Source: an optimization exercise on an open RTL-to-GDS flow (aim: small area). Production flows keep margins and buffers that such runs may drop. In this exercise RTL edits were held to simulation tests only and were not proved equivalent to the original. Power and IR drop assume default switching activity.

Design fp_adder_top, start of the top module:
module fp_adder_top ( input  wire        clk,
                      input  wire [31:0] a,
                      input  wire [31:0] b,
                      output wire [31:0] s
                    );
Size in the first run: ~920 cells after synthesis, about 7300 um^2 of cells after synthesis.
==> flow/config.mk <==
export PLATFORM = sky130hd
export DESIGN_NAME = fp_adder_top
export DESIGN_NICKNAME = fp_adder_top
export VERILOG_FILES = /design/flow/design.v
export SDC_FILE = /design/flow/constraint.sdc
export NUM_CORES = 4
export LEC_CHECK = 0
export CAP_MARGIN = 10
export CORE_MARGIN = 2
export CORE_UTILIZATION = 55
export SETUP_SLACK_MARGIN = -0.3
export SLEW_MARGIN = 10
export SYNTH_HIERARCHICAL = 1
export SYNTH_MINIMUM_KEEP_SIZE = 0
==> flow/constraint.sdc <==
create_clock -name core_clock -period 15.0 [get_ports {clk}]
set_input_delay 3.0000 -clock core_clock [delete_from_list [all_inputs] [get_ports {clk}]]
set_output_delay 3.0000 -clock core_clock [all_outputs]
set_load 0.01 [all_outputs]
standard.sh (not shown) runs the stock make flow with config.mk's settings and CLKGATE_MAP_FILE= SYNTH_SCRIPT=/design/flow/synth_recipe.tcl, a recipe that flattens the netlist after the stock synthesis.
==> flow/flow/run.sh <==
#!/bin/bash
# Layout flow: the standard ORFS flow (standard.sh), with these changes:
#  - synthesis maps each module with the ABC script flow/abc_area.script
#    (ABC_AREA=1; the script replaces ORFS's abc_area.script in a scripts
#    folder of links to ORFS's scripts),
#  - port buffers are sky130_fd_sc_hd__buf_1,
set -euo pipefail
F=$(pwd)
mkdir -p "$F/scripts"
for f in "$FLOW_HOME"/scripts/*; do ln -sf "$f" "$F/scripts/"; done
rm -f "$F/scripts/abc_area.script"
cp "$F/flow/abc_area.script" "$F/scripts/abc_area.script"
EXTRA=$(cat "$F/flow/extra_make_args" 2>/dev/null || true)
sed "s#\"\${@:-finish}\"#SCRIPTS_DIR=$F/scripts ABC_AREA=1 BUFFER_PORTS_ARGS='-buffer_cell sky130_fd_sc_hd__buf_1' $EXTRA \"\${@:-finish}\"#" standard.sh > "$F/my_standard.sh"
bash "$F/my_standard.sh" > "$F/flow_make.log" 2>&1
==> flow/flow/abc_area.script <==
strash
&get -n
&st
&dch -f
&nf -R 1000 -p
&put
==> flow/flow/extra_make_args <==
ADDER_MAP_FILE= SYNTH_INSBUF=0 SYNTH_OPERATIONS_ARGS=-noshare CTS_ARGS='-sink_clustering_enable -repair_clock_nets -buf_list sky130_fd_sc_hd__clkbuf_8 -dont_use_dummy_load'
Edit:
--- a/flow/flow/run.sh
+++ b/flow/flow/run.sh
@@ -1,7 +1,6 @@
 #!/bin/bash
-# Layout flow: the standard ORFS flow (standard.sh), with these changes:
-#  - synthesis maps each module with the ABC script flow/abc_area.script
-#    (ABC_AREA=1; the script replaces ORFS's abc_area.script in a scripts
-#    folder of links to ORFS's scripts),
-#  - port buffers are sky130_fd_sc_hd__buf_1,
+# Layout flow: the standard ORFS flow with two changes:
+#  - synthesis maps logic with the ABC script in flow/abc_area.script (ABC_AREA=1),
+#  - port buffers are sky130_fd_sc_hd__buf_1.
+# Each tool's output stays in orfs/logs/; make's own output goes to flow_make.log.
 set -euo pipefail
- CORE_UTILIZATION: 55 -> 45
- SETUP_SLACK_MARGIN: -0.3 -> -0.5
Effect: Critical path depth came out lower by 1; final cell count came out higher by 3.7%; via count barely changes; total power came out higher by about 0.9%; non-clock buffer count came out higher by 5; clock power is about the same; synthesized cell count stays the same.

========
## job 4178
Starting RTL as in the previous note.
==> flow/config.mk <==
export PLATFORM = sky130hd
export DESIGN_NAME = fp_adder_top
export DESIGN_NICKNAME = fp_adder_top
export VERILOG_FILES = /design/flow/design.v
export SDC_FILE = /design/flow/constraint.sdc
export NUM_CORES = 4
export LEC_CHECK = 0
export CAP_MARGIN = 10
export CORE_MARGIN = 2
export CORE_UTILIZATION = 65
export CTS_BUF_LIST = sky130_fd_sc_hd__clkbuf_8
export SLEW_MARGIN = 10
export SYNTH_HIERARCHICAL = 1
export SYNTH_MINIMUM_KEEP_SIZE = 0
==> flow/constraint.sdc <==
create_clock -name core_clock -period 15.0 [get_ports {clk}]
set_input_delay 3.0000 -clock core_clock [delete_from_list [all_inputs] [get_ports {clk}]]
set_output_delay 3.0000 -clock core_clock [all_outputs]
set_load 0.01 [all_outputs]
==> flow/flow/run.sh <==
#!/bin/bash
# Layout flow: the standard ORFS flow with two changes:
#  - synthesis maps logic with the ABC script in flow/abc_area.script (ABC_AREA=1),
#  - port buffers are sky130_fd_sc_hd__buf_1.
# Each tool's output stays in orfs/logs/; make's own output goes to flow_make.log.
set -euo pipefail
F=$(pwd)
mkdir -p "$F/scripts"
for f in "$FLOW_HOME"/scripts/*; do ln -sf "$f" "$F/scripts/"; done
rm -f "$F/scripts/abc_area.script"
cp "$F/flow/abc_area.script" "$F/scripts/abc_area.script"
EXTRA=$(cat "$F/flow/extra_make_args" 2>/dev/null || true)
sed "s#\"\${@:-finish}\"#SCRIPTS_DIR=$F/scripts ABC_AREA=1 BUFFER_PORTS_ARGS='-buffer_cell sky130_fd_sc_hd__buf_1' $EXTRA \"\${@:-finish}\"#" standard.sh > "$F/my_standard.sh"
bash "$F/my_standard.sh" > "$F/flow_make.log" 2>&1
==> flow/flow/extra_make_args <==
ADDER_MAP_FILE= SYNTH_INSBUF=0 SYNTH_OPERATIONS_ARGS=-noshare CTS_ARGS='-sink_clustering_enable -repair_clock_nets -buf_list sky130_fd_sc_hd__clkbuf_8 -dont_use_dummy_load -sink_clustering_size 24 -sink_clustering_max_diameter 80'
Scripts as last shown in full above: flow/flow/abc_area.script
Job 4178 did not stop at any stage, and its layout met the timing, DRC and antenna checks.
What job 702 does differently from job 4178 at the input level:
- a change of CORE_UTILIZATION from 65 to 55
- an added GPL_ROUTABILITY_DRIVEN of 0
- a deleted CTS_BUF_LIST that had been sky130_fd_sc_hd__clkbuf_8
- an added SETUP_SLACK_MARGIN of -0.5
diff --git a/flow/flow/run.sh b/flow/flow/run.sh
--- a/flow/flow/run.sh
+++ b/flow/flow/run.sh
@@ -1,7 +1,8 @@
 #!/bin/bash
-# Layout flow: the standard ORFS flow with two changes:
-#  - synthesis maps logic with the ABC script in flow/abc_area.script (ABC_AREA=1),
-#  - port buffers are sky130_fd_sc_hd__buf_1.
-# Each tool's output stays in orfs/logs/; make's own output goes to flow_make.log.
+# Layout flow: the standard ORFS flow (standard.sh), with these changes:
+#  - synthesis maps each module with the ABC script flow/abc_area.script
+#    (ABC_AREA=1; the script replaces ORFS's abc_area.script in a scripts
+#    folder of links to ORFS's scripts),
+#  - port buffers are sky130_fd_sc_hd__buf_1,
 set -euo pipefail
 F=$(pwd)
==> flow/flow/abc_area.script <==
strash
&get -n
&st
&dch -f
&nf -R 1000 -p -C 32
&put
==> flow/flow/extra_make_args <==
ADDER_MAP_FILE= SYNTH_INSBUF=0 SYNTH_OPERATIONS_ARGS=-noshare CTS_ARGS='-sink_clustering_enable -repair_clock_nets -buf_list sky130_fd_sc_hd__clkbuf_8 -dont_use_dummy_load'
==> comparison <==
Job 702 vs. job 4178: fraction of area in multi-input gates went down by 0.87 points. Job 702 vs. job 4178: sequential share of layout area now sits at about the same level; via total after detailed routing now sits lower. Against job 4178, job 702 reports a worst setup timing slack at the placement stage that is higher. On register-to-register slack: between job 4178 and job 702, it ends up lower for job 702.
Edits applied to the flow inputs when going from job 702 to job 304:
- GPL_ROUTABILITY_DRIVEN: 0 -> unset
==> flow/flow/abc_area.script <==
strash
&get -n
&st
&dch -f
&nf -R 1000 -p
&put
Notes after the runs:
Job 304 reached the end of the flow, and the finished layout is clean on the timing, DRC and antenna checks.
Comparing job 702 and job 304, the lower reported net switching power is on job 702.
Setup slack deteriorates in job 304 relative to job 702.
Compared with job 702, in job 304 setup TNS saw little to no change; critical path depth shows a reduction of about 7%; clock period minus final worst setup slack up 0.051 ns; ratio of routed vias to standard cells saw a decrease.
The count of buffering cells on the critical path with inverters included of job 304 is lower than that of job 702.
| portion of the layout cell area used by clock cells | job 304 vs job 702 | ≈ equal |
Compared job 702 against job 304; power in the clock group within noise.
Compared with job 702, placement density in the core of job 304 is lower.
Area after synthesis of job 304 exceeds that of job 702 slightly.
Input changes introduced in job 7896 (baseline for comparison: job 304):
- SETUP_SLACK_MARGIN removed (was -0.5)
- CTS_BUF_LIST newly set to sky130_fd_sc_hd__clkbuf_8
- CORE_UTILIZATION changed from 55 to 65
diff --git a/flow/flow/run.sh b/flow/flow/run.sh
--- a/flow/flow/run.sh
+++ b/flow/flow/run.sh
@@ -1,8 +1,7 @@
 #!/bin/bash
-# Layout flow: the standard ORFS flow (standard.sh), with these changes:
-#  - synthesis maps each module with the ABC script flow/abc_area.script
-#    (ABC_AREA=1; the script replaces ORFS's abc_area.script in a scripts
-#    folder of links to ORFS's scripts),
-#  - port buffers are sky130_fd_sc_hd__buf_1,
+# Layout flow: the standard ORFS flow with two changes:
+#  - synthesis maps logic with the ABC script in flow/abc_area.script (ABC_AREA=1),
+#  - port buffers are sky130_fd_sc_hd__buf_1.
+# Each tool's output stays in orfs/logs/; make's own output goes to flow_make.log.
 set -euo pipefail
 F=$(pwd)
==> flow/flow/abc_area.script <==
strash
&get -n
&st
&dch -f
&nf -R 50
&put
==> flow/flow/extra_make_args <==
ADDER_MAP_FILE= SYNTH_INSBUF=0 SYNTH_OPERATIONS_ARGS=-noshare
==> comparison <==
Job 7896 ends up with a area overhead of the layout relative to synthesis that is 1.5 points higher than in job 304. NOTE: clock share of power in job 7896 exceeds that of job 304. Job 7896 has worst setup slack above what job 304 had.
Modified inputs, job 9928 compared to job 7896
- CORE_UTILIZATION changed from 65 to 55
- GPL_ROUTABILITY_DRIVEN newly set to 0
- CTS_BUF_LIST removed (was sky130_fd_sc_hd__clkbuf_8)
- SETUP_SLACK_MARGIN newly set to -0.5
diff --git a/flow/flow/run.sh b/flow/flow/run.sh
--- a/flow/flow/run.sh
+++ b/flow/flow/run.sh
@@ -1,7 +1,8 @@
 #!/bin/bash
-# Layout flow: the standard ORFS flow with two changes:
-#  - synthesis maps logic with the ABC script in flow/abc_area.script (ABC_AREA=1),
-#  - port buffers are sky130_fd_sc_hd__buf_1.
-# Each tool's output stays in orfs/logs/; make's own output goes to flow_make.log.
+# Layout flow: the standard ORFS flow (standard.sh), with these changes:
+#  - synthesis maps each module with the ABC script flow/abc_area.script
+#    (ABC_AREA=1; the script replaces ORFS's abc_area.script in a scripts
+#    folder of links to ORFS's scripts),
+#  - port buffers are sky130_fd_sc_hd__buf_1,
 set -euo pipefail
 F=$(pwd)
==> flow/flow/abc_area.script <==
strash
&get -n
&st
&dc2
&dch -f
&nf -R 1000 -p -C 32 -F 8
&put
strash
&get -n
&st
&dc2
&dch -f
&nf -R 1000 -p -C 32 -F 8
&put
==> flow/flow/extra_make_args <==
ADDER_MAP_FILE= SYNTH_INSBUF=0 SYNTH_OPERATIONS_ARGS=-noshare CTS_ARGS='-sink_clustering_enable -repair_clock_nets -buf_list sky130_fd_sc_hd__clkbuf_8 -dont_use_dummy_load'
Results
- In the reports for job 9928 and job 7896, the smaller sequential fraction of total cell area belongs to job 7896.
- Compared with job 7896, job 9928 shows a higher global-route met3 utilization.
- Looking at endpoint of the most critical setup path, the s_q[30]$_DFF_P_ result is from job 9928; the s_q[23]$_DFF_P_ one comes from job 7896.
- The combinational power in job 7896 is 1.3 times that in job 9928.
- Required time of the worst setup path: job 9928 vs job 7896 down 0.07 ns
- Looking at achievable frequency, job 9928 sits 4.5% lower than job 7896 does.
- Going from job 7896 to job 9928, pin slew with the least headroom to its limit moved down; gate count of the mapped netlist moved down; register-to-register slack moved down; total number of tap cells moved up.

==> static timing again, ports no longer ideal <==
In the flow no input, the clock included, has a driving cell. The finished layouts below were timed again as built, in two steps.
Step 1 assumes that a clkbuf_16 drives the clock port and a buf_2 every other input.
Step 2 also shifts input and output timing later by t, the mid clock arrival at the registers, as if the neighbouring blocks saw the same clock.
Slacks: no drivers / after step 1 / after step 2; pairs: no drivers / after step 1.
run | shift t [ns] | slack for setup (ns) | clock arrival spread, ns | worst register clock-pin slew, ns
the first run of note 1 | 0.409 | 1.209 / 1.209 / 1.209 | 0.032 / 0.032 | 0.10 / 0.10
the second run of note 1 | 0.420 | 1.166 / 1.166 / 1.166 | 0.038 / 0.039 | 0.11 / 0.11
job 4178 | 0.410 | 1.187 / 1.187 / 1.187 | 0.028 / 0.028 | 0.09 / 0.09
job 702 | 0.408 | 1.129 / 1.129 / 1.129 | 0.038 / 0.038 | 0.10 / 0.10
job 304 | 0.414 | 1.078 / 1.078 / 1.078 | 0.032 / 0.032 | 0.10 / 0.10
job 7896 | 0.422 | 1.234 / 1.234 / 1.234 | 0.017 / 0.017 | 0.11 / 0.11
job 9928 | 0.415 | 0.592 / 0.592 / 0.592 | 0.021 / 0.021 | 0.09 / 0.09
After both steps setup and hold are still met in every run listed.
